Context: an optimization exercise on an open-source flow, tuned for small area and a short achievable clock period. The choices shown serve that exercise and are no tape-out recipe. In this exercise RTL edits were held to simulation tests only and were not proved equivalent to the original. No run shown here takes its clock network from TritonCTS; it comes from the design's own scripts or RTL. The flow treats the clock pin as an ideal source. Dropping or thinning the clock tree relies on that and would not hold on a real chip. Power and IR drop assume default switching activity.

===== flow/standard.sh =====
#!/bin/bash
# synth_recipe.tcl (not shown) runs the flow's synth.tcl, then flattens the netlist and writes it again
# the make line also repeats each setting of config.mk as NAME=value (left out here)
make -C /OpenROAD-flow-scripts/flow DESIGN_CONFIG=/design/flow/config.mk WORK_HOME=/design/flow/orfs CLKGATE_MAP_FILE= SYNTH_SCRIPT=/design/flow/synth_recipe.tcl "${@:-finish}"

===== flow/flow/run.sh =====
#!/bin/bash
# Layout flow: the standard ORFS flow (standard.sh, unchanged synthesis),
# with these layout changes:
#  - ports are buffered with the smallest buffer (repair_timing upsizes the
#    ones on critical paths) instead of the delay cell buffer_ports picks;
#  - the clock tree is a root buffer and four leaf buffers (flow/cts_tree.tcl,
#    sourced before the CTS step) instead of TritonCTS's 9-buffer H-tree.
# Each tool's output is in this folder's orfs/logs; the make output is in
# flow.log.
set -euo pipefail
here=$(cd "$(dirname "$0")" && pwd)
export BUFFER_PORTS_ARGS="-buffer_cell sky130_fd_sc_hd__buf_1"
export PRE_CTS_TCL="$here/cts_tree.tcl"
export CTS_NLEAF=4
export CTS_ROOT_CELL=sky130_fd_sc_hd__clkbuf_8
export CTS_LEAF_CELL=sky130_fd_sc_hd__clkbuf_8
bash standard.sh finish > flow.log 2>&1

===== flow/config.mk =====
export PLATFORM = sky130hd
export DESIGN_NAME = fir_filter
export DESIGN_NICKNAME = fir_filter
export VERILOG_FILES = /design/flow/design.v
export SDC_FILE = /design/flow/constraint.sdc
export NUM_CORES = 4
export LEC_CHECK = 0
export CAP_MARGIN = 20
export CORE_MARGIN = 2
export CORE_UTILIZATION = 65
export SETUP_SLACK_MARGIN = 4.1
export SLEW_MARGIN = 20
export SYNTH_HIERARCHICAL = 1

===== flow/flow/cts_tree.tcl =====
# Sourced before clock tree synthesis (PRE_CTS_TCL). Replaces TritonCTS with a
# small two-level clock tree: the clock port drives one root buffer, which
# drives NLEAF leaf buffers; the flip-flops are split by position (recursive
# bisection) into NLEAF equal groups, each driven by the leaf buffer placed at the group's centroid.
# All flip-flops sit at the same depth (root + one leaf), so the tree adds no
# deliberate skew.
proc clock_tree_synthesis { args } {
  set nleaf $::env(CTS_NLEAF)
  set db [ord::get_db]
  set block [ord::get_db_block]
  set clk_net [$block findNet clk]
  set leafm [$db findMaster $::env(CTS_LEAF_CELL)]
  set rootm [$db findMaster $::env(CTS_ROOT_CELL)]
  set sinks {}
  foreach it [$clk_net getITerms] {
    set loc [[$it getInst] getLocation]
    lappend sinks [list $it [lindex $loc 0] [lindex $loc 1]]
  }
  set n [llength $sinks]
  # recursive bisection (alternately by x and y) into nleaf groups of
  # (nearly) equal size; nleaf is a power of two
  set groups [list $sinks]
  set axis 1
  while {[llength $groups] < $nleaf} {
    set next {}
    foreach grp $groups {
      set grp [lsort -integer -index $axis $grp]
      set h [expr {[llength $grp] / 2}]
      lappend next [lrange $grp 0 [expr {$h - 1}]] [lrange $grp $h end]
    }
    set groups $next
    set axis [expr {3 - $axis}]
  }
  set sx 0; set sy 0
  foreach s $sinks { incr sx [lindex $s 1]; incr sy [lindex $s 2] }
  set root [odb::dbInst_create $block $rootm clkroot]
  $root setLocation [expr {$sx / $n}] [expr {$sy / $n}]
  $root setPlacementStatus PLACED
  set rootnet [odb::dbNet_create $block clknet_root]
  $rootnet setSigType CLOCK
  [$root findITerm A] connect $clk_net
  [$root findITerm X] connect $rootnet
  set g 0
  foreach grp $groups {
    set gx 0; set gy 0
    foreach s $grp { incr gx [lindex $s 1]; incr gy [lindex $s 2] }
    set m [llength $grp]
    set leaf [odb::dbInst_create $block $leafm clkleaf_$g]
    $leaf setLocation [expr {$gx / $m}] [expr {$gy / $m}]
    $leaf setPlacementStatus PLACED
    set net [odb::dbNet_create $block clknet_leaf_$g]
    $net setSigType CLOCK
    [$leaf findITerm A] connect $rootnet
    [$leaf findITerm X] connect $net
    foreach s $grp {
      set it [lindex $s 0]
      $it disconnect
      $it connect $net
    }
    incr g
  }
  $clk_net setSigType CLOCK
  puts "clock tree: root [$rootm getName], $nleaf leaves [$leafm getName], $n sinks"
  set_propagated_clock [all_clocks]
}

===== flow/design.v =====
module fir_filter (
    data_in, data_out, clk, rst
);
    output [17:0] data_out;
    input  [7:0]  data_in;
    input         clk, rst;
    wire [7:0] d = data_in;
    reg  [7:0]  x1n;
    reg  [7:0]  x2;
    reg  [7:0]  x3n;
    reg  [7:0]  x4;
    reg  [7:0]  x5n;
    reg  [7:0]  x6;
    reg  [7:0]  x7;
    reg  [17:0] s;
    wire p1, p2;
    fa u_p1 (.a(x2[0]), .b(x4[0]), .c(x6[0]), .s(p1), .co(p2));
    wire p3, p4;
    fa u_p3 (.a(x7[0]), .b(p1), .c(d[0]), .s(p3), .co(p4));
    wire p5, p6;
    fa u_p5 (.a(x2[1]), .b(x4[1]), .c(x6[1]), .s(p5), .co(p6));
    wire p7, p8;
    fa u_p7 (.a(x7[1]), .b(p2), .c(p5), .s(p7), .co(p8));
    wire p9, p10;
    fa u_p9 (.a(p7), .b(d[1]), .c(p4), .s(p9), .co(p10));
    wire p11, p12;
    fa u_p11 (.a(x2[2]), .b(x4[2]), .c(x6[2]), .s(p11), .co(p12));
    wire p13, p14;
    fa u_p13 (.a(x7[2]), .b(p6), .c(p11), .s(p13), .co(p14));
    wire p15, p16;
    fa u_p15 (.a(p8), .b(p13), .c(d[2]), .s(p15), .co(p16));
    wire p17, p18;
    fa u_p17 (.a(x2[3]), .b(x4[3]), .c(x6[3]), .s(p17), .co(p18));
    wire p19, p20;
    fa u_p19 (.a(x7[3]), .b(p12), .c(p17), .s(p19), .co(p20));
    wire p21, p22;
    fa u_p21 (.a(p14), .b(p19), .c(d[3]), .s(p21), .co(p22));
    wire p23, p24;
    fa u_p23 (.a(x2[4]), .b(x4[4]), .c(x6[4]), .s(p23), .co(p24));
    wire p25, p26;
    fa u_p25 (.a(x7[4]), .b(p18), .c(p23), .s(p25), .co(p26));
    wire p27, p28;
    fa u_p27 (.a(p20), .b(p25), .c(d[4]), .s(p27), .co(p28));
    wire p29, p30;
    fa u_p29 (.a(x2[5]), .b(x4[5]), .c(x6[5]), .s(p29), .co(p30));
    wire p31, p32;
    fa u_p31 (.a(x7[5]), .b(p24), .c(p29), .s(p31), .co(p32));
    wire p33, p34;
    fa u_p33 (.a(p26), .b(p31), .c(d[5]), .s(p33), .co(p34));
    wire p35, p36;
    fa u_p35 (.a(x2[6]), .b(x4[6]), .c(x6[6]), .s(p35), .co(p36));
    wire p37, p38;
    fa u_p37 (.a(x7[6]), .b(p30), .c(p35), .s(p37), .co(p38));
    wire p39, p40;
    fa u_p39 (.a(p32), .b(p37), .c(d[6]), .s(p39), .co(p40));
    wire p41, p42;
    fa u_p41 (.a(x2[7]), .b(x4[7]), .c(x6[7]), .s(p41), .co(p42));
    wire p43, p44;
    fa u_p43 (.a(x7[7]), .b(p36), .c(p41), .s(p43), .co(p44));
    wire p45, p46;
    fa u_p45 (.a(p38), .b(p43), .c(d[7]), .s(p45), .co(p46));
    wire p47, p48;
    fa u_p47 (.a(p42), .b(p44), .c(p46), .s(p47), .co(p48));
    wire Prs3, Prc3;
    ha u_Pr3 (.a(p15), .b(p10), .s(Prs3), .co(Prc3));
    wire Prs4, Prc4;
    fa u_Pr4 (.a(p16), .b(p21), .c(Prc3), .s(Prs4), .co(Prc4));
    wire Prs5 = ~(p22 ^ p27);
    wire Prc5 = p22 | p27;
    wire Prs6, Prc6;
    fa u_Pr6 (.a(p28), .b(p33), .c(Prc5), .s(Prs6), .co(Prc6));
    wire Prs7, Prc7;
    fa u_Pr7 (.a(p34), .b(p39), .c(Prc6), .s(Prs7), .co(Prc7));
    wire Prs8, Prc8;
    fa u_Pr8 (.a(p40), .b(p45), .c(Prc7), .s(Prs8), .co(Prc8));
    wire Prs9 = ~p47;
    wire Prs10, Prc10;
    ha u_Pr10 (.a(p48), .b(p47), .s(Prs10), .co(Prc10));
    wire [10:0] P = {Prc10, Prs10, Prs9, Prs8, Prs7, Prs6, Prs5, Prs4, Prs3, p9, p3};
    wire P_c4 = Prc4;    
    wire P_c8 = Prc8;    
    wire t1, t2;
    fa u_t1 (.a(~x3n[0]), .b(x7[7]), .c(x7[6]), .s(t1), .co(t2));
    wire t3, t4;
    fa u_t3 (.a(x7[3]), .b(x7[2]), .c(x3n[4]), .s(t3), .co(t4));
    wire t5, t6;
    fa u_t5 (.a(x7[4]), .b(x7[3]), .c(x3n[5]), .s(t5), .co(t6));
    wire t7, t8;
    fa u_t7 (.a(x7[5]), .b(x7[4]), .c(x3n[6]), .s(t7), .co(t8));
    wire t9, t10;
    ha u_t9 (.a(P[0]), .b(P[2]), .s(t9), .co(t10));
    wire t11, t12;
    fa u_t11 (.a(x7[6]), .b(x7[5]), .c(x3n[7]), .s(t11), .co(t12));
    wire t13, t14;
    fa u_t13 (.a(P[1]), .b(P[3]), .c(~P[7]), .s(t13), .co(t14));
    wire t15, t16;
    fa u_t15 (.a(t1), .b(P[2]), .c(P[4]), .s(t15), .co(t16));
    wire t17, t18;
    fa u_t17 (.a(P_c4), .b(~P[8]), .c(~P_c8), .s(t17), .co(t18));
    wire t19, t20;
    fa u_t19 (.a(~x3n[1]), .b(x7[7]), .c(t2), .s(t19), .co(t20));
    wire t21, t22;
    fa u_t21 (.a(P[3]), .b(P[5]), .c(~P[9]), .s(t21), .co(t22));
    wire t23, t24;
    fa u_t23 (.a(~x3n[2]), .b(P[4]), .c(P[6]), .s(t23), .co(t24));
    wire t25, t26;
    ha u_t25 (.a(P_c4), .b(~P[10]), .s(t25), .co(t26));
    wire t27, t28;
    ha u_t27 (.a(~x3n[3]), .b(P[5]), .s(t27), .co(t28));
    wire t29, t30;
    ha u_t29 (.a(~x3n[4]), .b(P[6]), .s(t29), .co(t30));
    wire t31 = ~(x7[0]);
    wire t32, t33;
    fa u_t32 (.a(x7[1]), .b(x7[0]), .c(x3n[2]), .s(t32), .co(t33));
    wire t34, t35;
    fa u_t34 (.a(x7[2]), .b(x7[1]), .c(x3n[3]), .s(t34), .co(t35));
    wire t36, t37;
    fa u_t36 (.a(t3), .b(P[0]), .c(~P[4]), .s(t36), .co(t37));
    wire t38, t39;
    fa u_t38 (.a(t5), .b(t4), .c(P[1]), .s(t38), .co(t39));
    wire t40, t41;
    fa u_t40 (.a(t7), .b(t6), .c(~P[6]), .s(t40), .co(t41));
    wire t42, t43;
    fa u_t42 (.a(t11), .b(t8), .c(t10), .s(t42), .co(t43));
    wire t44, t45;
    fa u_t44 (.a(t12), .b(t15), .c(t17), .s(t44), .co(t45));
    wire t46, t47;
    fa u_t46 (.a(t19), .b(t16), .c(t21), .s(t46), .co(t47));
    wire t48, t49;
    fa u_t48 (.a(t20), .b(t25), .c(t23), .s(t48), .co(t49));
    wire t50, t51;
    fa u_t50 (.a(P[7]), .b(t27), .c(t26), .s(t50), .co(t51));
    wire t52, t53;
    fa u_t52 (.a(P[8]), .b(P_c8), .c(t29), .s(t52), .co(t53));
    wire t54, t55;
    fa u_t54 (.a(~x3n[5]), .b(P[7]), .c(P[9]), .s(t54), .co(t55));
    wire t56, t57;
    fa u_t56 (.a(~x3n[6]), .b(P[8]), .c(P[10]), .s(t56), .co(t57));
    wire t58 = ~(~x3n[7]);
    wire t59, t60;
    ha u_t59 (.a(x3n[1]), .b(t31), .s(t59), .co(t60));
    wire t61, t62;
    fa u_t61 (.a(x7[0]), .b(t32), .c(~P[2]), .s(t61), .co(t62));
    wire t63, t64;
    fa u_t63 (.a(t34), .b(t33), .c(~P[3]), .s(t63), .co(t64));
    wire t65, t66;
    fa u_t65 (.a(t35), .b(~P_c4), .c(t36), .s(t65), .co(t66));
    wire t67, t68;
    fa u_t67 (.a(~P[5]), .b(t38), .c(t37), .s(t67), .co(t68));
    wire t69, t70;
    fa u_t69 (.a(t9), .b(t39), .c(t40), .s(t69), .co(t70));
    wire t71, t72;
    fa u_t71 (.a(t13), .b(t41), .c(t42), .s(t71), .co(t72));
    wire t73, t74;
    fa u_t73 (.a(t14), .b(t43), .c(t44), .s(t73), .co(t74));
    wire t75, t76;
    fa u_t75 (.a(t18), .b(t46), .c(t45), .s(t75), .co(t76));
    wire t77, t78;
    fa u_t77 (.a(t22), .b(t48), .c(t47), .s(t77), .co(t78));
    wire t79, t80;
    fa u_t79 (.a(t24), .b(t50), .c(t49), .s(t79), .co(t80));
    wire t81, t82;
    fa u_t81 (.a(t28), .b(t52), .c(t51), .s(t81), .co(t82));
    wire t83, t84;
    fa u_t83 (.a(t30), .b(t54), .c(t53), .s(t83), .co(t84));
    wire t85, t86;
    fa u_t85 (.a(P_c8), .b(t56), .c(t55), .s(t85), .co(t86));
    wire t87, t88;
    fa u_t87 (.a(t58), .b(P[9]), .c(t57), .s(t87), .co(t88));
    wire t89 = ~(~x3n[7] ^ P[10]);
    wire t90 = ~x3n[7] | P[10];
    wire Srs1, Src1;
    ha u_Sr1 (.a(x3n[0]), .b(~P[0]), .s(Srs1), .co(Src1));
    wire Srs2, Src2;
    fa u_Sr2 (.a(t59), .b(~P[1]), .c(Src1), .s(Srs2), .co(Src2));
    wire Srs3, Src3;
    fa u_Sr3 (.a(t60), .b(t61), .c(Src2), .s(Srs3), .co(Src3));
    wire Srs4, Src4;
    fa u_Sr4 (.a(t63), .b(t62), .c(Src3), .s(Srs4), .co(Src4));
    wire Srs5, Src5;
    fa u_Sr5 (.a(t64), .b(t65), .c(Src4), .s(Srs5), .co(Src5));
    wire Srs6, Src6;
    fa u_Sr6 (.a(t67), .b(t66), .c(Src5), .s(Srs6), .co(Src6));
    wire Srs7, Src7;
    fa u_Sr7 (.a(t69), .b(t68), .c(Src6), .s(Srs7), .co(Src7));
    wire Srs8, Src8;
    fa u_Sr8 (.a(t70), .b(t71), .c(Src7), .s(Srs8), .co(Src8));
    wire Srs9, Src9;
    fa u_Sr9 (.a(t72), .b(t73), .c(Src8), .s(Srs9), .co(Src9));
    wire Srs10 = ~(t75 ^ t74);
    wire Src10 = t75 | t74;
    wire Srs11, Src11;
    fa u_Sr11 (.a(t77), .b(t76), .c(Src10), .s(Srs11), .co(Src11));
    wire Srs12, Src12;
    fa u_Sr12 (.a(t79), .b(t78), .c(Src11), .s(Srs12), .co(Src12));
    wire Srs13, Src13;
    fa u_Sr13 (.a(t81), .b(t80), .c(Src12), .s(Srs13), .co(Src13));
    wire Srs14 = ~(t83 ^ t82);
    wire Src14 = t83 | t82;
    wire Srs15, Src15;
    fa u_Sr15 (.a(t85), .b(t84), .c(Src14), .s(Srs15), .co(Src15));
    wire Srs16, Src16;
    fa u_Sr16 (.a(t87), .b(t86), .c(Src15), .s(Srs16), .co(Src16));
    wire Srs17, Src17;
    fa u_Sr17 (.a(t89), .b(t88), .c(Src16), .s(Srs17), .co(Src17));
    wire Srs18 = ~(t90 ^ Src17);
    wire Src18 = t90 | Src17;
    wire [17:0] s_next = {Srs18, Srs17, Srs16, Srs15, Srs14, Srs13, Srs12, Srs11, Srs10, Srs9, Srs8, Srs7, Srs6, Srs5, Srs4, Srs3, Srs2, Srs1};
    reg  sc9;    
    wire sc9_next = Src9;
    reg  sc13;    
    wire sc13_next = Src13;
    wire o1, o2;
    ha u_o1 (.a(s[6]), .b(d[6]), .s(o1), .co(o2));
    wire o3, o4;
    fa u_o3 (.a(s[7]), .b(d[7]), .c(d[5]), .s(o3), .co(o4));
    wire o5, o6;
    ha u_o5 (.a(s[8]), .b(d[6]), .s(o5), .co(o6));
    wire o7, o8;
    fa u_o7 (.a(s[9]), .b(sc9), .c(d[7]), .s(o7), .co(o8));
    wire o9, o10;
    ha u_o9 (.a(s[4]), .b(d[4]), .s(o9), .co(o10));
    wire o11, o12;
    fa u_o11 (.a(s[5]), .b(d[5]), .c(d[3]), .s(o11), .co(o12));
    wire o13, o14;
    fa u_o13 (.a(d[4]), .b(d[2]), .c(d[0]), .s(o13), .co(o14));
    wire o15, o16;
    fa u_o15 (.a(d[3]), .b(d[1]), .c(o2), .s(o15), .co(o16));
    wire o17, o18;
    fa u_o17 (.a(d[4]), .b(d[2]), .c(o5), .s(o17), .co(o18));
    wire o19, o20;
    fa u_o19 (.a(d[5]), .b(d[3]), .c(o6), .s(o19), .co(o20));
    wire o21, o22;
    fa u_o21 (.a(s[10]), .b(d[6]), .c(d[4]), .s(o21), .co(o22));
    wire o23, o24;
    ha u_o23 (.a(s[11]), .b(d[7]), .s(o23), .co(o24));
    wire o25, o26;
    ha u_o25 (.a(s[2]), .b(d[2]), .s(o25), .co(o26));
    wire o27, o28;
    fa u_o27 (.a(s[3]), .b(d[3]), .c(d[1]), .s(o27), .co(o28));
    wire o29, o30;
    fa u_o29 (.a(d[2]), .b(d[0]), .c(o9), .s(o29), .co(o30));
    wire o31, o32;
    fa u_o31 (.a(d[1]), .b(o10), .c(o11), .s(o31), .co(o32));
    wire o33, o34;
    fa u_o33 (.a(o1), .b(o13), .c(o12), .s(o33), .co(o34));
    wire o35, o36;
    fa u_o35 (.a(o3), .b(o14), .c(o15), .s(o35), .co(o36));
    wire o37, o38;
    fa u_o37 (.a(o4), .b(o17), .c(o16), .s(o37), .co(o38));
    wire o39, o40;
    fa u_o39 (.a(o7), .b(o19), .c(o18), .s(o39), .co(o40));
    wire o41, o42;
    fa u_o41 (.a(o8), .b(o21), .c(o20), .s(o41), .co(o42));
    wire o43, o44;
    fa u_o43 (.a(d[5]), .b(o23), .c(o22), .s(o43), .co(o44));
    wire o45, o46;
    fa u_o45 (.a(s[12]), .b(d[6]), .c(o24), .s(o45), .co(o46));
    wire o47, o48;
    fa u_o47 (.a(s[13]), .b(sc13), .c(d[7]), .s(o47), .co(o48));
    wire yc_p0, yc_g0;
    ha u_yc_h0 (.a(s[0]), .b(d[0]), .s(yc_p0), .co(yc_g0));
    wire yc_p1, yc_g1;
    ha u_yc_h1 (.a(s[1]), .b(d[1]), .s(yc_p1), .co(yc_g1));
    wire yc_p2, yc_g2;
    ha u_yc_h2 (.a(d[0]), .b(o25), .s(yc_p2), .co(yc_g2));
    wire yc_p3, yc_g3;
    ha u_yc_h3 (.a(o26), .b(o27), .s(yc_p3), .co(yc_g3));
    wire yc_p4, yc_g4;
    ha u_yc_h4 (.a(o28), .b(o29), .s(yc_p4), .co(yc_g4));
    wire yc_p5, yc_g5;
    ha u_yc_h5 (.a(o30), .b(o31), .s(yc_p5), .co(yc_g5));
    wire yc_p6, yc_g6;
    ha u_yc_h6 (.a(o33), .b(o32), .s(yc_p6), .co(yc_g6));
    wire yc_p7, yc_g7;
    ha u_yc_h7 (.a(o34), .b(o35), .s(yc_p7), .co(yc_g7));
    wire yc_p8, yc_g8;
    ha u_yc_h8 (.a(o37), .b(o36), .s(yc_p8), .co(yc_g8));
    wire yc_p9, yc_g9;
    ha u_yc_h9 (.a(o39), .b(o38), .s(yc_p9), .co(yc_g9));
    wire yc_p10, yc_g10;
    ha u_yc_h10 (.a(o41), .b(o40), .s(yc_p10), .co(yc_g10));
    wire yc_p11, yc_g11;
    ha u_yc_h11 (.a(o43), .b(o42), .s(yc_p11), .co(yc_g11));
    wire yc_p12, yc_g12;
    ha u_yc_h12 (.a(o45), .b(o44), .s(yc_p12), .co(yc_g12));
    wire yc_p13, yc_g13;
    ha u_yc_h13 (.a(o47), .b(o46), .s(yc_p13), .co(yc_g13));
    wire yc_p14, yc_g14;
    ha u_yc_h14 (.a(s[14]), .b(o48), .s(yc_p14), .co(yc_g14));
    wire yc_G1 = yc_g1 | (yc_p1 & yc_g0);
    wire yc_P1 = yc_p1 & yc_p0;
    wire yc_G2 = yc_g3 | (yc_p3 & yc_g2);
    wire yc_P2 = yc_p3 & yc_p2;
    wire yc_G3 = yc_g5 | (yc_p5 & yc_g4);
    wire yc_P3 = yc_p5 & yc_p4;
    wire yc_G4 = yc_g7 | (yc_p7 & yc_g6);
    wire yc_P4 = yc_p7 & yc_p6;
    wire yc_G5 = yc_g9 | (yc_p9 & yc_g8);
    wire yc_P5 = yc_p9 & yc_p8;
    wire yc_G6 = yc_g11 | (yc_p11 & yc_g10);
    wire yc_P6 = yc_p11 & yc_p10;
    wire yc_G7 = yc_g13 | (yc_p13 & yc_g12);
    wire yc_P7 = yc_p13 & yc_p12;
    wire yc_G8 = s[15] & yc_g14;
    wire yc_P8 = s[15] & yc_p14;
    wire yc_P9 = s[17] & s[16];
    wire yc_G10 = yc_G2 | (yc_P2 & yc_G1);
    wire yc_P10 = yc_P2 & yc_P1;
    wire yc_G11 = yc_G4 | (yc_P4 & yc_G3);
    wire yc_P11 = yc_P4 & yc_P3;
    wire yc_G12 = yc_G6 | (yc_P6 & yc_G5);
    wire yc_P12 = yc_P6 & yc_P5;
    wire yc_G13 = yc_G8 | (yc_P8 & yc_G7);
    wire yc_P13 = yc_P8 & yc_P7;
    wire yc_G14 = yc_G11 | (yc_P11 & yc_G10);
    wire yc_P14 = yc_P11 & yc_P10;
    wire yc_G15 = yc_G13 | (yc_P13 & yc_G12);
    wire yc_P15 = yc_P13 & yc_P12;
    wire yc_G16 = yc_G15 | (yc_P15 & yc_G14);
    wire yc_P16 = yc_P15 & yc_P14;
    wire yc_G17 = yc_G12 | (yc_P12 & yc_G14);
    wire yc_P17 = yc_P12 & yc_P14;
    wire yc_G18 = yc_G3 | (yc_P3 & yc_G10);
    wire yc_P18 = yc_P3 & yc_P10;
    wire yc_G19 = yc_G5 | (yc_P5 & yc_G14);
    wire yc_P19 = yc_P5 & yc_P14;
    wire yc_G20 = yc_G7 | (yc_P7 & yc_G17);
    wire yc_P20 = yc_P7 & yc_P17;
    wire yc_G21 = yc_P9 & yc_G16;
    wire yc_P21 = yc_P9 & yc_P16;
    wire yc_G22 = yc_g2 | (yc_p2 & yc_G1);
    wire yc_P22 = yc_p2 & yc_P1;
    wire yc_G23 = yc_g4 | (yc_p4 & yc_G10);
    wire yc_P23 = yc_p4 & yc_P10;
    wire yc_G24 = yc_g6 | (yc_p6 & yc_G18);
    wire yc_P24 = yc_p6 & yc_P18;
    wire yc_G25 = yc_g8 | (yc_p8 & yc_G14);
    wire yc_P25 = yc_p8 & yc_P14;
    wire yc_G26 = yc_g10 | (yc_p10 & yc_G19);
    wire yc_P26 = yc_p10 & yc_P19;
    wire yc_G27 = yc_g12 | (yc_p12 & yc_G17);
    wire yc_P27 = yc_p12 & yc_P17;
    wire yc_G28 = yc_g14 | (yc_p14 & yc_G20);
    wire yc_P28 = yc_p14 & yc_P20;
    wire yc_G29 = s[16] & yc_G16;
    wire yc_P29 = s[16] & yc_P16;
    wire yc_s1 = yc_p1 ^ yc_g0;
    wire yc_s2 = yc_p2 ^ yc_G1;
    wire yc_s3 = yc_p3 ^ yc_G22;
    wire yc_s4 = yc_p4 ^ yc_G10;
    wire yc_s5 = yc_p5 ^ yc_G23;
    wire yc_s6 = yc_p6 ^ yc_G18;
    wire yc_s7 = yc_p7 ^ yc_G24;
    wire yc_s8 = yc_p8 ^ yc_G14;
    wire yc_s9 = yc_p9 ^ yc_G25;
    wire yc_s10 = yc_p10 ^ yc_G19;
    wire yc_s11 = yc_p11 ^ yc_G26;
    wire yc_s12 = yc_p12 ^ yc_G17;
    wire yc_s13 = yc_p13 ^ yc_G27;
    wire yc_s14 = yc_p14 ^ yc_G20;
    wire yc_s15 = s[15] ^ yc_G28;
    wire yc_s16 = s[16] ^ yc_G16;
    wire yc_s17 = s[17] ^ yc_G29;
    assign data_out = {yc_s17, yc_s16, yc_s15, yc_s14, yc_s13, yc_s12, yc_s11, yc_s10, yc_s9, yc_s8, yc_s7, yc_s6, yc_s5, yc_s4, yc_s3, yc_s2, yc_s1, yc_p0};
    wire rst_n = ~rst;
    wire [7:0] x1n_d;
    nand2v u_x1n (.a(d), .b({8{rst_n}}), .y(x1n_d));
    wire [7:0] x2_d;
    nor2v u_x2 (.a(x1n), .b({8{rst}}), .y(x2_d));
    wire [7:0] x3n_d;
    nand2v u_x3n (.a(x2), .b({8{rst_n}}), .y(x3n_d));
    wire [7:0] x4_d;
    nor2v u_x4 (.a(x3n), .b({8{rst}}), .y(x4_d));
    wire [7:0] x5n_d;
    nand2v u_x5n (.a(x4), .b({8{rst_n}}), .y(x5n_d));
    wire [7:0] x6_d;
    nor2v u_x6 (.a(x5n), .b({8{rst}}), .y(x6_d));
    wire [7:0] x7_d = rst ? 8'h00 : x6;
    always @(posedge clk) begin
        x1n <= x1n_d;
        x2 <= x2_d;
        x3n <= x3n_d;
        x4 <= x4_d;
        x5n <= x5n_d;
        x6 <= x6_d;
        x7 <= x7_d;
        s <= rst ? 18'd0 : s_next;
        sc9 <= rst ? 1'b0 : sc9_next;
        sc13 <= rst ? 1'b0 : sc13_next;
    end
endmodule
module fa (input a, input b, input c, output s, output co);
    assign s = a ^ b ^ c;
    assign co = (a & b) | (a & c) | (b & c);
endmodule
module ha (input a, input b, output s, output co);
    assign s = a ^ b;
    assign co = a & b;
endmodule
module nand2v (input [7:0] a, input [7:0] b, output [7:0] y);
    assign y = ~(a & b);
endmodule
module nor2v (input [7:0] a, input [7:0] b, output [7:0] y);
    assign y = ~(a | b);
endmodule

===== flow/constraint.sdc =====
create_clock -name core_clock -period 11.0 [get_ports {clk}]
set_input_delay 2.2000 -clock core_clock [delete_from_list [all_inputs] [get_ports {clk}]]
set_output_delay 2.2000 -clock core_clock [all_outputs]
set_load 0.01 [all_outputs]

==> out/results.txt, run 1 <==
Synth area leader -> fa_1
worst path bufs/invs -> 3
P_leak -> 2.42 nW
FMAX -> 139 MHz
# port buffers -> 27
final worst slack -> 3.78 ns
Slowest cell on crit path -> fa_2
final wirelength -> 8500 um
Syn Area/Cell -> 12.7 sq um
Final Max Tran Viols -> 0
top cell types by occurrence after synthesis -> fa_1 (99), dfxtp_1 (76), ha_1 (41), nor2_1 (34), inv_1 (33)
synthesized area -> 4930 sq um
Reg clk slew, reported paths -> 0.11 ns
Hold-fix buffers, CTS -> 0
Routed Antenna Nets -> 0
critical path arrival -> 5.02 ns
crit path max fanout -> 4
WS Path Type -> primary input to primary output
HPWL Detailed -> 6710 um
Worst Max-Slew Pin Slew -> 1.05 ns
setup tns final -> 0 ns
fin crit share -> 65.6%
largest net degree at the start of global routing -> 54
GRT met2 Usage -> 45.4%
sequential-to-total area share from yosys stat -> 30.9%
FF-to-FF End -> s[12]
CP max stage delay -> 0.54 ns
DRT Pass-1 Iters -> 4
minimum clock period -> 7.22 ns
Final Skew -> 0.0172 ns
first-pass GRT wire length -> 15100 um
Final Wtd Congestion -> 0.838
EDFF count, synth -> 0
busiest grt layer -> met2
Initial Utilization -> 67.6%
Ys Warns -> 7
total track usage -> 23.3%
hold path depth -> 1
clock latency (worst-skew pair) -> 0.34 ns
DR iter-0 viols -> 78
post-place setup slack -> 3.23 ns
Max-Cap Viols -> 0
final hold viol count -> 0
die area -> 8300 sq um
r2r setup slk -> 4.87 ns
Req. time, crit path -> 8.80 ns
asr flop ratio synth -> 0%
global routing usage on met3 -> 1.58%
reg2reg start -> x2[4]
RSZ-0062 raised after global routing -> yes
count leader, synth -> fa_1
startpoint types -> primary input
die height -> 91.1 um
M1 GR Usage -> 29.2%
core area -> 7290 sq um
vias per inst -> 5.24
# nets final -> 560
Die Wd -> 91.1 um
hold path endpoint -> x2[4]
vias post-DR -> 2657
top area cells in the synthesized netlist -> fa_1 (40%), dfxtp_1 (31%), ha_1 (10%), nor2b_1 (3.3%), buf_4 (2.7%)
status -> no timing/DRC/antenna violations
initial antenna violation count -> 0
Post-Syn Instances -> 388
final setup vio count -> 0
final hold slack -> 0.381 ns
total grt overflow -> 0
crit-path cells -> buf_12 > ha_4 > fa_2 > fa_1 > ha_4 > a21oi_4 > o21ai_2 > o41ai_4 > buf_4 > o21ai_2 > ha_4 > nor2_2 > xnor2_1 > buf_2
Routed wire per std cell -> 16.8 um
layout cell share with drive strength beyond 1 -> 17.6%
crit path capture type -> primary output
Worst Hold Launch -> x1n[4]
vias in the first global route -> 3186
syn nets -> 538
total design power -> 1.49 mW
Synth top area share -> 40.2%
top_reg_cell synth -> dfxtp_1
Power Density -> 277 nW/um^2
Rows -> 31
IR drop worst, VDD -> 229 uV
Synth Register Bits -> 76
Netlist cell types -> 23
synthesis-to-finish area growth -> 9.64%
boundary pin count -> 28
crit-path leading delay family -> adder cells
Relative slew margins -> 30.1%
Hold/Removal Path Class -> flop to flop
most frequent CP cell -> ha_4
n_diodes -> 0
drt drc -> 0
R2R cell count -> 20
## area by class of cell
cell class | count | area [sq um]
plain buffers | 5 | 68.8
inverters | 33 | 124
flip-flops and latches | 76 | 1520
fillers | 521 | 1890
multi-input cells | 258 | 3320
well taps | 99 | 124
repair buffers | 36 | 244
## sequential cells by signal, summed over array words and instances (netlist names)
register	cells
x5n	8
x2	8
x1n	8
x6	8
x4	8
x3n	8
s	18
sc13	1
x7	8
sc9	1
## modules after synthesis (local to each module, per instance)
module / copies in the design / cells / flip-flops and latches / area (sq um)
fir_filter: 1 / 213 / 76 / 2420
nand2v: 3 / 8 / 0 / 30.0
nor2v: 3 / 8 / 0 / 30.0
fa: 99 / 1 / 0 / 20.0
ha: 28 / 1 / 0 / 12.5
## metal layers
layer,part of all wire (%),up-vias
met3,2.1,10
met4,1.3,0
met5,0,-
met2,55,28
li1,-,1221
met1,42,1398
## cell families (layout without fill, tap and decap cells)
family                   after synthesis  after routing  synth area share (%)
adder cells (fa/ha/maj)              140            140                  50.6
AND/OR/NAND/NOR                       93             93                  8.73
flip-flops                            76             76                  30.9
buffers and inverters                 54             74                  5.48
AO/OA/AOI/OAI                         16             16                  2.72
XOR/XNOR                               9              9                  1.60
## what timing repair did
action	4_1_cts	5_1_grt
endpoints found under the hold margin	0	0
buffers inserted	3	6
endpoints found under the setup margin	17	16
gates resized for setup	39	24
pin swaps	9	16
## worst max path at each step
stage | start | endpoint | slack (ns) | cells past startpoint
final | data_in[6] | data_out[15] | 3.78 | 14
after global routing | data_in[6] | data_out[15] | 3.68 | 14
after CTS | data_in[6] | data_out[15] | 3.76 | 14
after detailed placement | data_in[6] | data_out[13] | 3.23 | 13
after global placement | data_in[6] | data_out[13] | 3.39 | 13
after floorplan | data_in[6] | data_out[13] | 4.06 | 12
## cell usage in the layout, fill, tap and decap left out, types with 2 or more instances in the layout
master    instances
nor2_2            4
fa_1             88
dfxtp_1          76
clkbuf_2          2
xnor2_1           8
o21ai_0           2
a21oi_4           3
ha_1             30
o21ai_2           3
nand2_1          26
nor2b_1          26
nor2_1           30
inv_1            32
buf_2             9
buf_4            11
ha_2              3
a21o_1            3
or2_2             2
ha_4              8
buf_6             5
nand4_1           2
clkbuf_8          5
buf_1             8
fa_2             11
## through the flow
| step | std cells | instance area (sq um) | util [%] |
|---|---|---|---|
| 6_report | 507 | 5410 | 74.1 |
| 5_1_grt | 507 | 5410 | 74.1 |
| 4_1_cts | 501 | 5290 | 72.5 |
| 3_5_place_dp | 493 | 5050 | 69.3 |
| 3_3_place_gp | 493 | 5050 | 69.3 |
| 2_1_floorplan | 388 | 4970 | - |
## report_power, final
group | total, mW | leakage (nW) | internal [mW] | switching, mW
combinational | 1.04 | 1.76 | 0.543 | 0.499
clock | 0.124 | 0.0359 | 0.0418 | 0.0820
sequential | 0.329 | 0.623 | 0.311 | 0.0177
==> run 2, diff against run 1 <==
--- a/flow/config.mk
+++ b/flow/config.mk
@@ -9,4 +9,4 @@
 export CORE_MARGIN = 2
-export CORE_UTILIZATION = 65
-export SETUP_SLACK_MARGIN = 4.1
+export CORE_UTILIZATION = 72
+export SETUP_SLACK_MARGIN = 3.7
 export SLEW_MARGIN = 20
==> run 2 against run 1 <==
Net effect: worst hold slack got worse by 0.0016 ns; via count down 2.1%; fmax barely moved; clock skew shrank 0.0068 ns; clock power shrank 4%; synthesized cell count unchanged; critical path type unchanged.
==> out/results.txt, run 2 <==
status -> no timing/DRC/antenna violations (unchanged)
syn nets -> 538 (unchanged)
Final Max Tran Viols -> 0 (unchanged)
EDFF count, synth -> 0 (unchanged)
fin crit share -> 65.6% (about the same)
R2R cell count -> 20 (unchanged)
crit-path cells -> buf_12 > ha_4 > fa_1 > fa_1 > ha_4 > nand4_1 > a21oi_2 > o41ai_4 > o21ai_2 > ha_1 > nor2_2 > xnor2_1 > buf_2 (was buf_12 > ha_4 > fa_2 > fa_1 > ha_4 > a21oi_4 > o21ai_2 > o41ai_4 > buf_4 > o21ai_2 > ha_4 > nor2_2 > xnor2_1 > buf_2)
largest net degree at the start of global routing -> 54 (unchanged)
top_reg_cell synth -> dfxtp_1 (unchanged)
final wirelength -> 8020 um (was 8500 um)
synthesized area -> 4930 sq um (unchanged)
critical path arrival -> 5.02 ns (about the same)
leading cell type in the layout, fill and taps excluded -> fa_1 (unchanged)
Routed Antenna Nets -> 0 (unchanged)
vias per inst -> 5.38 (was 5.24)
sequential standard cell area -> 1520 sq um (unchanged)
Synth Area in Compound Gates -> 2.72% (unchanged)
IR drop worst, VDD -> 224 uV (was 229 uV)
layout cell share with drive strength beyond 1 -> 9.90% (was 17.6%)
FF-to-FF End -> s[12] (unchanged)
Max-Cap Viols -> 0 (unchanged)
Power Density -> 252 nW/um^2 (was 277 nW/um^2)
# port buffers -> 27 (unchanged)
r2r setup slk -> 4.64 ns (was 4.87 ns)
footprint of the multi-input gates -> 3220 sq um (was 3320 sq um)
setup tns final -> 0 ns (unchanged)
crit path max fanout -> 5 (was 4)
vias post-DR -> 2602 (was 2657)
Synth area leader -> fa_1 (unchanged)
Worst Max-Slew Pin Slew -> 1.03 ns (was 1.05 ns)
Die Wd -> 86.7 um (was 91.1 um)
asr flop ratio synth -> 0% (unchanged)
Worst Hold Launch -> x5n[1] (was x1n[4])
minimum clock period -> 7.22 ns (about the same)
first-pass GRT wire length -> 13900 um (was 15100 um)
most flop-heavy register -> s (unchanged)
synthesis-to-finish area growth -> 5.63% (was 9.64%)
vias in the first global route -> 2903 (was 3186)
die height -> 86.7 um (was 91.1 um)
critical path launch point -> data_in[6] (unchanged)
Synth top area share -> 40.2% (unchanged)
final setup vio count -> 0 (unchanged)
Hold/Removal Path Class -> flop to flop (unchanged)
P_leak -> 2.39 nW (was 2.42 nW)
simple-gate share of the synthesized area -> 8.73% (unchanged)
hold path endpoint -> x6[1] (was x2[4])
Ys Warns -> 7 (unchanged)
boundary pin count -> 28 (unchanged)
fill count -> 436 (was 521)
top cell types by occurrence after synthesis -> fa_1 (99), dfxtp_1 (76), ha_1 (41), nor2_1 (34), inv_1 (33) (unchanged)
top area cells in the synthesized netlist -> fa_1 (40%), dfxtp_1 (31%), ha_1 (10%), nor2b_1 (3.3%), buf_4 (2.7%) (unchanged)
total grt overflow -> 0 (unchanged)
HPWL Detailed -> 6330 um (was 6710 um)
WS Path Type -> primary input to primary output (unchanged)
drt drc -> 0 (unchanged)
total design power -> 1.31 mW (was 1.49 mW)
Req. time, crit path -> 8.80 ns (about the same)
Reg clk slew, reported paths -> 0.10 ns (was 0.11 ns)
Netlist cell types -> 23 (unchanged)
total track usage -> 24.5% (was 23.3%)
Final Wtd Congestion -> 0.838 (about the same)
n_diodes -> 0 (unchanged)
Synth Area in Adders -> 50.6% (unchanged)
Post-Syn Instances -> 388 (unchanged)
Relative slew margins -> 31.2% (was 30.1%)
reg2reg start -> x2[4] (unchanged)
sequential-to-total area share from yosys stat -> 30.9% (unchanged)
worst path bufs/invs -> 2 (was 3)
CP max stage delay -> 0.56 ns (was 0.54 ns)
FMAX -> 139 MHz (about the same)
initial antenna violation count -> 0 (unchanged)
count leader, synth -> fa_1 (unchanged)
most frequent cells in the layout -> fa_1 (99), dfxtp_1 (76), ha_1 (35) (was fa_1 (88), dfxtp_1 (76), inv_1 (32))
die area -> 7520 sq um (was 8300 sq um)
Slowest cell on crit path -> fa_1 (was fa_2)
# nets final -> 556 (was 560)
Routed wire per std cell -> 16.6 um (was 16.8 um)
multiplexer share of the synthesized area -> 0% (unchanged)
Initial Utilization -> 73.4% (was 67.6%)
Largest register FFs -> 18 (unchanged)
post-synthesis xor/xnor area fraction -> 1.60% (unchanged)
hold path depth -> 1 (unchanged)
RSZ-0062 raised after global routing -> yes (unchanged)
DR iter-0 viols -> 59 (was 78)
crit-path leading delay family -> adder cells (unchanged)
core area -> 6720 sq um (was 7290 sq um)
Syn Area/Cell -> 12.7 sq um (unchanged)
Rows -> 30 (was 31)
Final Skew -> 0.0104 ns (was 0.0172 ns)
clock latency (worst-skew pair) -> 0.33 ns (was 0.34 ns)
final hold viol count -> 0 (unchanged)
Synth Register Bits -> 76 (unchanged)
crit path capture type -> primary output (unchanged)
main combinational cell family by area after synthesis -> adder cells (unchanged)
startpoint types -> primary input (unchanged)
DRT Pass-1 Iters -> 4 (unchanged)
[run 2: Yosys stat by module, one instance, submodules excluded]
module / cells / flops+latches / area, sq um / copies in the design
fa: 1 / 0 / 20.0 / 99
fir_filter: 213 / 76 / 2420 / 1
ha: 1 / 0 / 12.5 / 28
nand2v: 8 / 0 / 30.0 / 3
nor2v: 8 / 0 / 30.0 / 3
[run 2: logic make-up (layout without fill, tap and decap cells)]
kind of cell / count (synthesis) / in the layout
AOI/OAI and AO/OA: 16 / 16
xor gates and xnor gates: 9 / 9
adders and majority gates: 140 / 140
buffers and inverters: 54 / 70
DFF: 76 / 76
and+or+nand+nor: 93 / 93
[run 2: final cells by class]
type | count | area share (%)
plain buffers | 5 | 1.32
flip-flops and latches | 76 | 29.2
multi-input cells | 258 | 61.8
well taps | 80 | 1.92
repair buffers | 32 | 3.34
inverters | 33 | 2.38
[run 2: worst max path at each step]
stage                     cells past startpoint           end  slack (ns)
after floorplan                              12  data_out[13]        3.95
after global placement                       13  data_out[15]        3.24
after detailed placement                     13  data_out[15]        3.20
after CTS                                    12  data_out[15]        3.70
after global routing                         13  data_out[15]        3.65
final                                        13  data_out[15]        3.78
[run 2: report_power, final]
| part | leakage, nW | switching, mW | internal, mW | total, mW |
|---|---|---|---|---|
| clock network | 0.0359 | 0.0774 | 0.0417 | 0.119 |
| registers | 0.623 | 0.0172 | 0.311 | 0.328 |
| logic | 1.73 | 0.447 | 0.419 | 0.867 |
[run 2: stage by stage]
stage	hold WS (ns)	setup WS (ns)	instance area, sq um	std cells	utilization, %
2_1_floorplan	0.363	3.95	4930	388	-
3_3_place_gp	0.364	3.24	4990	474	74.2
3_5_place_dp	0.366	3.20	4990	474	74.2
4_1_cts	0.379	3.70	5130	479	76.3
5_1_grt	0.389	3.65	5210	484	77.5
6_report	0.380	3.78	5210	484	77.5
[run 2: per-layer routing]
| metal | up-vias | GRT usage, % | part of all wire, % |
|---|---|---|---|
| met2 | 33 | 44.5 | 53 |
| met4 | 0 | 2.98 | 1.3 |
| met5 | - | 0 | 0 |
| met3 | 9 | 1.43 | 2.6 |
| li1 | 1214 | - | - |
| met1 | 1346 | 34.0 | 43 |
[run 2: worst reg2reg max path, cell delays in order, from the launching register on]
cell,delay [ns]
dfxtp_1,0.35
fa_1,0.55
fa_1,0.44
fa_1,0.46
inv_1,0.07
ha_1,0.13
inv_1,0.05
fa_1,0.37
fa_1,0.39
fa_1,0.48
inv_1,0.13
fa_1,0.43
fa_1,0.47
fa_1,0.37
inv_1,0.06
ha_1,0.13
inv_1,0.04
fa_1,0.37
fa_1,0.38
fa_1,0.42
nor2b_1,0.13
[run 2: what timing repair did]
action	in CTS	in global routing
gates resized for setup	18	11
buffers inserted	0	5
pin swaps	6	9
setup endpoints to repair	11	6
hold buffers	0	0
==> run 3, diff against run 2 <==
--- a/flow/config.mk
+++ b/flow/config.mk
@@ -9,3 +9,3 @@
 export CORE_MARGIN = 2
-export CORE_UTILIZATION = 72
+export CORE_UTILIZATION = 62
 export SETUP_SLACK_MARGIN = 3.7
==> run 3 against run 2 <==
Net effect: critical path depth did not move; clock skew down 0.00089 ns; sequential power about the same; worst setup slack improved by 0.052 ns; global-route usage shrank 3.7 points; core utilization shrank 9.9 points; worst hold slack got worse by 0.00095 ns.
==> out/results.txt, run 3 <==
status -> no timing/DRC/antenna violations (unchanged)
Hold/Removal Path Class -> flop to flop (unchanged)
DRT Pass-1 Iters -> 4 (unchanged)
Slowest cell on crit path -> fa_2 (was fa_1)
synthesized area -> 4930 sq um (unchanged)
DR iter-0 viols -> 54 (was 59)
footprint of the multi-input gates -> 3240 sq um (was 3220 sq um)
Initial Utilization -> 63.8% (was 73.4%)
worst path bufs/invs -> 2 (unchanged)
IR drop worst, VDD -> 197 uV (was 224 uV)
crit-path leading delay family -> adder cells (unchanged)
Worst Max-Slew Pin Slew -> 1.02 ns (was 1.03 ns)
Final Skew -> 0.00956 ns (was 0.0104 ns)
Synth top area share -> 40.2% (unchanged)
critical path arrival -> 4.97 ns (was 5.02 ns)
top_reg_cell synth -> dfxtp_1 (unchanged)
setup tns final -> 0 ns (unchanged)
Power Density -> 254 nW/um^2 (was 252 nW/um^2)
crit path max fanout -> 6 (was 5)
Relative slew margins -> 32.1% (was 31.2%)
top area cells in the synthesized netlist -> fa_1 (40%), dfxtp_1 (31%), ha_1 (10%), nor2b_1 (3.3%), buf_4 (2.7%) (unchanged)
vias in the first global route -> 2978 (was 2903)
startpoint types -> primary input (unchanged)
boundary pin count -> 28 (unchanged)
top cell types by occurrence after synthesis -> fa_1 (99), dfxtp_1 (76), ha_1 (41), nor2_1 (34), inv_1 (33) (unchanged)
crit-path cells -> buf_6 > ha_4 > fa_2 > fa_2 > ha_4 > nand4_1 > a21oi_2 > o41ai_4 > o21ai_2 > ha_1 > nor2_2 > xnor2_1 > buf_2 (was buf_12 > ha_4 > fa_1 > fa_1 > ha_4 > nand4_1 > a21oi_2 > o41ai_4 > o21ai_2 > ha_1 > nor2_2 > xnor2_1 > buf_2)
placed cell count -> 496 (was 474)
RSZ-0062 raised after global routing -> yes (unchanged)
final hold viol count -> 0 (unchanged)
final wirelength -> 7870 um (was 8020 um)
total track usage -> 20.8% (was 24.5%)
sequential standard cell area -> 1520 sq um (unchanged)
die area -> 8680 sq um (was 7520 sq um)
drt drc -> 0 (unchanged)
# port buffers -> 27 (unchanged)
FF-to-FF End -> s[12] (unchanged)
Post-Syn Instances -> 388 (unchanged)
Cell Count, Final, Fillers Out -> 502 (was 484)
vias per inst -> 5.10 (was 5.38)
crit path to -> data_out[15] (unchanged)
total grt overflow -> 0 (unchanged)
core area -> 7730 sq um (was 6720 sq um)
count leader, synth -> fa_1 (unchanged)
clock latency (worst-skew pair) -> 0.34 ns (was 0.33 ns)
minimum clock period -> 7.17 ns (was 7.22 ns)
final setup vio count -> 0 (unchanged)
WS Path Type -> primary input to primary output (unchanged)
Synth area leader -> fa_1 (unchanged)
Routed wire per std cell -> 15.7 um (was 16.6 um)
reg2reg start -> x2[4] (unchanged)
Routed Antenna Nets -> 0 (unchanged)
Final Max Tran Viols -> 0 (unchanged)
asr flop ratio synth -> 0% (unchanged)
Final Wtd Congestion -> 0.880 (was 0.838)
critical path launch point -> data_in[6] (unchanged)
Rows -> 32 (was 30)
n_diodes -> 0 (unchanged)
R2R cell count -> 20 (unchanged)
most frequent cells in the layout -> fa_1 (97), dfxtp_1 (76), ha_1 (34) (was fa_1 (99), dfxtp_1 (76), ha_1 (35))
Req. time, crit path -> 8.80 ns (about the same)
largest net degree at the start of global routing -> 54 (unchanged)
CP Depth -> 13 (unchanged)
most flop-heavy register -> s (unchanged)
FMAX -> 140 MHz (was 139 MHz)
EDFF count, synth -> 0 (unchanged)
fill count -> 601 (was 436)
sequential-to-total area share from yosys stat -> 30.9% (unchanged)
vias post-DR -> 2562 (was 2602)
die height -> 93.2 um (was 86.7 um)
Synth Register Bits -> 76 (unchanged)
CP max stage delay -> 0.56 ns (about the same)
Die Wd -> 93.2 um (was 86.7 um)
r2r setup slk -> 4.69 ns (was 4.64 ns)
P_leak -> 2.36 nW (was 2.39 nW)
Reg clk slew, reported paths -> 0.11 ns (was 0.10 ns)
syn nets -> 538 (unchanged)
fin crit share -> 65.2% (was 65.6%)
Syn Area/Cell -> 12.7 sq um (unchanged)
Largest register FFs -> 18 (unchanged)
first-pass GRT wire length -> 13900 um (unchanged)
Ys Warns -> 7 (unchanged)
synthesis-to-finish area growth -> 5.91% (was 5.63%)
Max-Cap Viols -> 0 (unchanged)
initial antenna violation count -> 0 (unchanged)
HPWL Detailed -> 6350 um (was 6330 um)
layout cell share with drive strength beyond 1 -> 9.75% (was 9.90%)
crit path capture type -> primary output (unchanged)
# nets final -> 552 (was 556)
leading cell type in the layout, fill and taps excluded -> fa_1 (unchanged)
Netlist cell types -> 23 (unchanged)
==> run 3: area by class of cell <==
type,count,area share (%)
timing repair buffer,28,2.66
multi-input combinational,258,62.1
buffer,5,1.32
tap,102,2.44
sequential,76,29.1
inverter,33,2.37
==> run 3: power breakdown <==
group / switching [mW] / total [mW] / internal (mW)
combinational: 0.447 / 0.876 / 0.429
sequential: 0.0168 / 0.328 / 0.311
clock: 0.0799 / 0.122 / 0.0417
total: 0.544 / 1.33 / 0.782
==> run 3: repair_timing <==
action | in CTS | in global routing
hold buffers | 0 | 0
pin swaps | 9 | 5
gates resized for setup | 24 | 8
setup endpoints to repair | 10 | 8
buffers inserted | 0 | 1
==> run 3: modules after synthesis (local to each module, per instance) <==
module | copies in the design | cells
ha | 28 | 1
fir_filter | 1 | 213
fa | 99 | 1
nor2v | 3 | 8
nand2v | 3 | 8
==> run 3: per-layer routing <==
metal,part of all wire (%),track usage [%]
met3,2.7,1.37
met4,2.7,4.66
met1,44,27.7
met5,0,0
met2,50,37.9
==> run 3: worst min path at each step <==
stage / from / to / slack [ns] / cells after the start
final: x5n[4] / x6[4] / 0.38 / 1
after global routing: x5n[4] / x6[4] / 0.38 / 1
after CTS: x5n[4] / x6[4] / 0.37 / 1
after detailed placement: x1n[4] / x2[4] / 0.37 / 1
after global placement: x5n[5] / x6[5] / 0.36 / 1
after floorplan: x1n[0] / x2[0] / 0.36 / 1
==> run 3: kinds of logic (layout without fill, tap and decap cells) <==
kind of cell    after synthesis  after routing  share of synthesized area (%)
buf+inv                      54             66                           5.48
fa+ha+maj                   140            140                           50.6
xor+xnor                      9              9                           1.60
compound gates               16             16                           2.72
simple gates                 93             93                           8.73
flops                        76             76                           30.9
==> run 3: stage by stage <==
step | setup WS [ns] | hold slack [ns] | area [sq um] | total power, mW | utilization (%)
final | 3.83 | 0.379 | 5220 | 1.33 | 67.6
after global routing | 3.67 | 0.383 | 5220 | 1.49 | 67.6
after CTS | 3.70 | 0.374 | 5170 | 1.32 | 66.9
after detailed placement | 3.19 | 0.367 | 5010 | 1.15 | 64.9
after global placement | 3.25 | 0.364 | 5010 | 1.13 | 64.9
after floorplan | 3.95 | 0.363 | 4930 | 1.10 | -
==> run 4, diff against run 3 <==
--- a/flow/config.mk
+++ b/flow/config.mk
@@ -9,3 +9,3 @@
 export CORE_MARGIN = 2
-export CORE_UTILIZATION = 62
+export CORE_UTILIZATION = 52
 export SETUP_SLACK_MARGIN = 3.7
==> run 4 against run 3 <==
Net effect: area after synthesis is the same; core utilization shrank 11 points; worst hold slack gained 0.0024 ns; highest routed layer unchanged; fmax shrank 0.13%; clock power is essentially flat; cell count grew 5.6%; via count grew 1.1%.
==> out/results.txt, run 4 <==
M1 GR Usage -> 25.6% (was 27.7%)
placed cell count -> 524 (was 496)
RSZ-0062 raised after global routing -> yes (unchanged)
fin crit share -> 65.2% (about the same)
Largest register FFs -> 18 (unchanged)
final wirelength -> 8200 um (was 7870 um)
status -> no timing/DRC/antenna violations (unchanged)
Synth Area in Compound Gates -> 2.72% (unchanged)
leading cell type in the layout, fill and taps excluded -> fa_1 (unchanged)
die height -> 101 um (was 93.2 um)
worst path bufs/invs -> 2 (unchanged)
crit path capture type -> primary output (unchanged)
P_leak -> 2.37 nW (was 2.36 nW)
global routing usage on met3 -> 1.10% (was 1.37%)
final hold slack -> 0.381 ns (was 0.379 ns)
Final Max Tran Viols -> 0 (unchanged)
top area cells in the synthesized netlist -> fa_1 (40%), dfxtp_1 (31%), ha_1 (10%), nor2b_1 (3.3%), buf_4 (2.7%) (unchanged)
Worst Hold Launch -> x5n[6] (was x5n[4])
vias post-DR -> 2589 (was 2562)
final hold viol count -> 0 (unchanged)
critical path arrival -> 4.98 ns (was 4.97 ns)
syn nets -> 538 (unchanged)
sequential standard cell area -> 1520 sq um (unchanged)
Reg clk slew, reported paths -> 0.11 ns (about the same)
footprint of the multi-input gates -> 3230 sq um (was 3240 sq um)
sequential-to-total area share from yosys stat -> 30.9% (unchanged)
Rows -> 35 (was 32)
total grt overflow -> 0 (unchanged)
crit-path cells -> buf_8 > ha_4 > fa_2 > fa_1 > ha_4 > nand4_1 > a21oi_2 > o41ai_4 > o21ai_2 > ha_2 > nor2_2 > xnor2_1 > buf_2 (was buf_6 > ha_4 > fa_2 > fa_2 > ha_4 > nand4_1 > a21oi_2 > o41ai_4 > o21ai_2 > ha_1 > nor2_2 > xnor2_1 > buf_2)
Final Skew -> 0.00773 ns (was 0.00956 ns)
vias per inst -> 4.88 (was 5.10)
Relative slew margins -> 43.0% (was 32.1%)
multiplexer share of the synthesized area -> 0% (unchanged)
clock latency (worst-skew pair) -> 0.34 ns (about the same)
Syn Area/Cell -> 12.7 sq um (unchanged)
GRT met2 Usage -> 33.7% (was 37.9%)
Post-Syn Instances -> 388 (unchanged)
initial antenna violation count -> 0 (unchanged)
core area -> 9240 sq um (was 7730 sq um)
FMAX -> 139 MHz (was 140 MHz)
n_diodes -> 0 (unchanged)
final setup vio count -> 0 (unchanged)
most frequent cells in the layout -> fa_1 (97), dfxtp_1 (76), ha_1 (34) (unchanged)
IR drop worst, VDD -> 165 uV (was 197 uV)
layout cell share with drive strength beyond 1 -> 10.2% (was 9.75%)
busiest grt layer -> met2 (unchanged)
asr flop ratio synth -> 0% (unchanged)
crit path to -> data_out[15] (unchanged)
DRT Pass-1 Iters -> 4 (unchanged)
Synth area leader -> fa_1 (unchanged)
most flop-heavy register -> s (unchanged)
main combinational cell family by area after synthesis -> adder cells (unchanged)
minimum clock period -> 7.18 ns (was 7.17 ns)
die area -> 10300 sq um (was 8680 sq um)
Power Density -> 252 nW/um^2 (was 254 nW/um^2)
top cell types by occurrence after synthesis -> fa_1 (99), dfxtp_1 (76), ha_1 (41), nor2_1 (34), inv_1 (33) (unchanged)
Slowest cell on crit path -> fa_1 (was fa_2)
# port buffers -> 27 (unchanged)
vias in the first global route -> 3023 (was 2978)
Netlist cell types -> 23 (unchanged)
CP Depth -> 13 (unchanged)
EDFF count, synth -> 0 (unchanged)
DR iter-0 viols -> 51 (was 54)
Ys Warns -> 7 (unchanged)
Req. time, crit path -> 8.80 ns (about the same)
Routed Antenna Nets -> 0 (unchanged)
Worst Max-Slew Pin Slew -> 0.854 ns (was 1.02 ns)
WS Path Type -> primary input to primary output (unchanged)
hold path depth -> 1 (unchanged)
simple-gate share of the synthesized area -> 8.73% (unchanged)
R2R cell count -> 20 (unchanged)
Final Wtd Congestion -> 0.825 (was 0.880)
critical path launch point -> data_in[6] (unchanged)
total track usage -> 18.5% (was 20.8%)
first-pass GRT wire length -> 14700 um (was 13900 um)
reg2reg start -> x2[4] (unchanged)
top_reg_cell synth -> dfxtp_1 (unchanged)
setup tns final -> 0 ns (unchanged)
largest net degree at the start of global routing -> 54 (unchanged)
most frequent CP cell -> ha_4
Cell Count, Final, Fillers Out -> 530 (was 502)
synthesis-to-finish area growth -> 6.65% (was 5.91%)
drt drc -> 0 (unchanged)
Routed wire per std cell -> 15.5 um (was 15.7 um)
synthesized area -> 4930 sq um (unchanged)
Hold/Removal Path Class -> flop to flop (unchanged)
CP max stage delay -> 0.53 ns (was 0.56 ns)
r2r setup slk -> 4.77 ns (was 4.69 ns)
HPWL Detailed -> 6610 um (was 6350 um)
# nets final -> 553 (was 552)
Max-Cap Viols -> 0 (unchanged)
Synth Area in Adders -> 50.6% (unchanged)
FF-to-FF End -> s[12] (unchanged)
post-synthesis xor/xnor area fraction -> 1.60% (unchanged)
crit path max fanout -> 6 (unchanged)
count leader, synth -> fa_1 (unchanged)
fill count -> 813 (was 601)
startpoint types -> primary input (unchanged)
crit-path leading delay family -> adder cells (unchanged)
Die Wd -> 101 um (was 93.2 um)
Synth Register Bits -> 76 (unchanged)
Synth top area share -> 40.2% (unchanged)
boundary pin count -> 28 (unchanged)
Initial Utilization -> 53.4% (was 63.8%)
[run 4: report_power, final]
group / switching [mW] / internal, mW / total, mW / leakage (nW)
clock: 0.0782 / 0.0417 / 0.120 / 0.0359
combinational: 0.452 / 0.425 / 0.877 / 1.71
sequential: 0.0182 / 0.311 / 0.329 / 0.623
[run 4: per-stage QoR]
stage	total power, mW	util [%]	setup WS [ns]	cell area [sq um]
after CTS	1.35	56.8	3.71	5250
after global placement	1.14	54.7	3.28	5050
after floorplan	1.10	-	3.95	4930
final	1.33	56.9	3.82	5260
after detailed placement	1.16	54.7	3.20	5050
after global routing	1.51	56.9	3.70	5260
[run 4: logic make-up (layout without fill, tap and decap cells)]
| kind of cell | after synthesis | count (layout) |
|---|---|---|
| compound gates | 16 | 16 |
| xor+xnor | 9 | 9 |
| fa+ha+maj | 140 | 140 |
| buf+inv | 54 | 67 |
| flops | 76 | 76 |
| simple gates | 93 | 93 |
[run 4: how the worst min path moves through the flow]
stage                     endpoint  slack [ns]
after floorplan              x2[0]        0.36
after global placement       x6[5]        0.36
after detailed placement     x2[3]        0.37
after CTS                    x6[6]        0.38
after global routing         x2[2]        0.39
final                        x6[6]        0.38
[run 4: cell type report]
cell class	instances	share of cell area, %
Tap cell	129	3.07
Buffer	5	1.31
Sequential cell	76	28.9
Timing Repair Buffer	29	2.88
Multi-Input combinational cell	258	61.4
Inverter	33	2.36
[run 4: what timing repair did]
item | in CTS | in global routing
hold buffers | 0 | 0
resized for setup | 30 | 5
setup endpoints to repair | 10 | 7
setup buffers | 1 | 0
pin swaps | 14 | 2
[run 4: Yosys stat by module (local to each module, per instance)]
module / area [sq um] / copies in the design / cells inside
fir_filter: 2420 / 1 / 213
fa: 20.0 / 99 / 1
nand2v: 30.0 / 3 / 8
nor2v: 30.0 / 3 / 8
ha: 12.5 / 28 / 1
[run 4: per-layer routing]
metal / wire length, um / vias to the layer above
met5: 0 / -
met1: 3670 / 1349
li1: - / 1207
met4: 104 / 0
met2: 4250 / 22
met3: 175 / 11
==> run 5, diff against run 4 <==
--- a/flow/config.mk
+++ b/flow/config.mk
@@ -9,3 +9,3 @@
 export CORE_MARGIN = 2
-export CORE_UTILIZATION = 52
+export CORE_UTILIZATION = 65
 export SETUP_SLACK_MARGIN = 3.7
==> run 5 against run 4 <==
Net effect: still clean on timing, DRC and antenna; cell area is 0.79% lower; worst setup slack worse by 0.033 ns; fmax is 0.46% lower; sequential power hardly changed; global-route usage is 4.0 points higher; critical endpoint unchanged.
==> out/results.txt, run 5 <==
Reg clk slew, reported paths -> 0.11 ns (about the same)
crit path max fanout -> 6 (unchanged)
final hold viol count -> 0 (unchanged)
most frequent CP cell -> ha_4 (unchanged)
Relative slew margins -> 49.4% (was 43.0%)
total grt overflow -> 0 (unchanged)
Synth Area in Adders -> 50.6% (unchanged)
Post-Route Utilization -> 71.5% (was 56.9%)
IR drop worst, VDD -> 171 uV (was 165 uV)
RSZ-0062 raised after global routing -> yes (unchanged)
main combinational cell family by area after synthesis -> adder cells (unchanged)
first-pass GRT wire length -> 14800 um (was 14700 um)
vias post-DR -> 2624 (was 2589)
critical path launch point -> data_in[6] (unchanged)
synthesis-to-finish area growth -> 5.81% (was 6.65%)
crit path to -> data_out[15] (unchanged)
P_leak -> 2.36 nW (was 2.37 nW)
Hold/Removal Path Class -> flop to flop (unchanged)
core area -> 7290 sq um (was 9240 sq um)
final wirelength -> 8020 um (was 8200 um)
Netlist cell types -> 23 (unchanged)
crit-path cells -> buf_6 > ha_4 > fa_2 > fa_1 > ha_4 > nand4_1 > a21oi_2 > o41ai_4 > o21ai_2 > ha_1 > nor2_1 > xnor2_1 > buf_2 (was buf_8 > ha_4 > fa_2 > fa_1 > ha_4 > nand4_1 > a21oi_2 > o41ai_4 > o21ai_2 > ha_2 > nor2_2 > xnor2_1 > buf_2)
Synth top area share -> 40.2% (unchanged)
DRT Pass-1 Iters -> 4 (unchanged)
FF-to-FF End -> s[12] (unchanged)
crit path capture type -> primary output (unchanged)
Final Max Tran Viols -> 0 (unchanged)
largest net degree at the start of global routing -> 54 (unchanged)
Max-Cap Viols -> 0 (unchanged)
Worst Max-Slew Pin Slew -> 0.758 ns (was 0.854 ns)
Cell Count, Final, Fillers Out -> 500 (was 530)
Post-Syn Instances -> 388 (unchanged)
top cell types by occurrence after synthesis -> fa_1 (99), dfxtp_1 (76), ha_1 (41), nor2_1 (34), inv_1 (33) (unchanged)
count leader, synth -> fa_1 (unchanged)
total design power -> 1.34 mW (was 1.33 mW)
Slowest cell on crit path -> fa_1 (unchanged)
# nets final -> 553 (unchanged)
leading cell type in the layout, fill and taps excluded -> fa_1 (unchanged)
EDFF count, synth -> 0 (unchanged)
minimum clock period -> 7.21 ns (was 7.18 ns)
Synth Register Bits -> 76 (unchanged)
Req. time, crit path -> 8.80 ns (about the same)
syn nets -> 538 (unchanged)
final worst slack -> 3.79 ns (was 3.82 ns)
Syn Area/Cell -> 12.7 sq um (unchanged)
# port buffers -> 27 (unchanged)
layout cell share with drive strength beyond 1 -> 9.98% (was 10.2%)
Final Skew -> 0.00982 ns (was 0.00773 ns)
critical path arrival -> 5.01 ns (was 4.98 ns)
Largest register FFs -> 18 (unchanged)
Final Wtd Congestion -> 0.865 (was 0.825)
vias in the first global route -> 3011 (was 3023)
post-synthesis xor/xnor area fraction -> 1.60% (unchanged)
CP max stage delay -> 0.55 ns (was 0.53 ns)
multiplexer share of the synthesized area -> 0% (unchanged)
total track usage -> 22.5% (was 18.5%)
Ys Warns -> 7 (unchanged)
Routed wire per std cell -> 16.0 um (was 15.5 um)
clock latency (worst-skew pair) -> 0.34 ns (about the same)
setup tns final -> 0 ns (unchanged)
die height -> 91.1 um (was 101 um)
top area cells in the synthesized netlist -> fa_1 (40%), dfxtp_1 (31%), ha_1 (10%), nor2b_1 (3.3%), buf_4 (2.7%) (unchanged)
drt drc -> 0 (unchanged)
Hold-fix buffers, CTS -> 0 (unchanged)
Synth area leader -> fa_1 (unchanged)
most frequent cells in the layout -> fa_1 (97), dfxtp_1 (76), ha_1 (34) (unchanged)
final hold slack -> 0.382 ns (was 0.381 ns)
R2R cell count -> 20 (unchanged)
placed cell areas -> 5020 sq um (was 5050 sq um)
Rows -> 31 (was 35)
r2r setup slk -> 4.73 ns (was 4.77 ns)
post-place setup slack -> 3.24 ns (was 3.20 ns)
FMAX -> 139 MHz (about the same)
initial antenna violation count -> 0 (unchanged)
boundary pin count -> 28 (unchanged)
Power Density -> 257 nW/um^2 (was 252 nW/um^2)
startpoint types -> primary input (unchanged)
Initial Utilization -> 67.6% (was 53.4%)
top_reg_cell synth -> dfxtp_1 (unchanged)
die area -> 8300 sq um (was 10300 sq um)
Synth Area in Compound Gates -> 2.72% (unchanged)
placed cell count -> 494 (was 524)
final setup vio count -> 0 (unchanged)
Worst Hold Launch -> x1n[4] (was x5n[6])
reg2reg start -> x2[4] (unchanged)
simple-gate share of the synthesized area -> 8.73% (unchanged)
status -> no timing/DRC/antenna violations (unchanged)
Final Cell Area -> 5220 sq um (was 5260 sq um)
HPWL Detailed -> 6500 um (was 6610 um)
n_diodes -> 0 (unchanged)
most flop-heavy register -> s (unchanged)
Die Wd -> 91.1 um (was 101 um)
asr flop ratio synth -> 0% (unchanged)
synthesized area -> 4930 sq um (unchanged)
Routed Antenna Nets -> 0 (unchanged)
DR iter-0 viols -> 43 (was 51)
sequential-to-total area share from yosys stat -> 30.9% (unchanged)
vias per inst -> 5.25 (was 4.88)
WS Path Type -> primary input to primary output (unchanged)
fin crit share -> 65.5% (was 65.2%)
==> run 5: cell count changes in the layout (fill, tap and decap cells not counted), sizes merged <==
| cell | delta |
|---|---|
| buf | +1 |
| clkbuf | -1 |
==> run 5: area by class of cell <==
cell class                 count  area, sq um
tap                           99          124
multi-input combinational    258         3240
buffer                         5         68.8
inverter                      33          124
fill                         563         2080
timing repair buffer          29          143
sequential                    76         1520
==> run 5: cells by family (layout without fill, tap and decap cells) <==
family,after synthesis,after routing
fa+ha+maj,140,140
simple gates,93,93
flops,76,76
buf+inv,54,67
compound gates,16,16
xor+xnor,9,9
==> run 5: per-layer routing <==
layer / vias to the layer above / global-route usage, % / share of wire (%)
li1: 1208 / - / -
met1: 1376 / 29.4 / 42
met2: 32 / 42.4 / 54
met3: 8 / 1.99 / 2.7
met4: 0 / 2.65 / 1.4
met5: - / 0 / 0
==> run 5: what timing repair did <==
| item | 4_1_cts | 5_1_grt |
|---|---|---|
| gates cloned | 0 | 0 |
| resized for setup | 27 | 4 |
| pin swaps | 13 | 2 |
| endpoints found under the setup margin | 11 | 6 |
| setup buffers | 1 | 0 |
==> run 5: worst max-delay path, delay by kind of cell <==
kind	cells	cell delay, ns
buf+inv	2	0.27
simple gates	2	0.22
fa+ha+maj	5	1.66
compound gates	3	0.53
xor+xnor	1	0.12
==> run 5: power by group <==
| group | switching, mW | internal [mW] |
|---|---|---|
| clock network | 0.0784 | 0.0417 |
| registers | 0.0172 | 0.311 |
| logic | 0.461 | 0.433 |
| total | 0.557 | 0.785 |
==> run 5: how the worst min path moves through the flow <==
stage                       end  slack [ns]  cells after the start
final                     x2[4]        0.38                      1
after global routing      x2[0]        0.39                      1
after CTS                 x2[4]        0.38                      1
after detailed placement  x2[0]        0.37                      1
after global placement    x2[6]        0.36                      1
after floorplan           x2[0]        0.36                      1
==> run 5: modules after synthesis (local to each module, per instance) <==
module,times used,flip-flops and latches
fa,99,0
fir_filter,1,76
nor2v,3,0
nand2v,3,0
ha,28,0

## afterwards: timing with drivers on the ports
How much do the figures lean on ideal ports? The routed layouts below were timed once more, with nothing changed but the port constraints. Step 1: set_driving_cell puts a clkbuf_16 on clk and a buf_2 on each other input, an assumption about the parent block. Step 2 also shifts input and output timing later by t, the mid clock arrival at the registers, as if the neighbouring blocks saw the same clock. a / b / c = ideal / step 1 / step 2; a / b = the first two.
| run | t, ns | setup slack, ns | hold slack, ns |
|---|---|---|---|
| run 1 | 0.363 | 3.783 / 3.735 / 3.735 | 0.381 / 0.381 / 0.381 |
| run 2 | 0.357 | 3.780 / 3.730 / 3.572 | 0.380 / 0.380 / 0.380 |
| run 3 | 0.368 | 3.832 / 3.801 / 3.635 | 0.379 / 0.379 / 0.379 |
| run 4 | 0.361 | 3.823 / 3.786 / 3.719 | 0.381 / 0.381 / 0.381 |
| run 5 | 0.364 | 3.790 / 3.758 / 3.659 | 0.382 / 0.382 / 0.382 |
After both steps setup and hold are still met in every run listed. For run 2, which loses most, drivers alone change the setup slack by -0.050 ns; drivers and shift together by -0.208 ns.
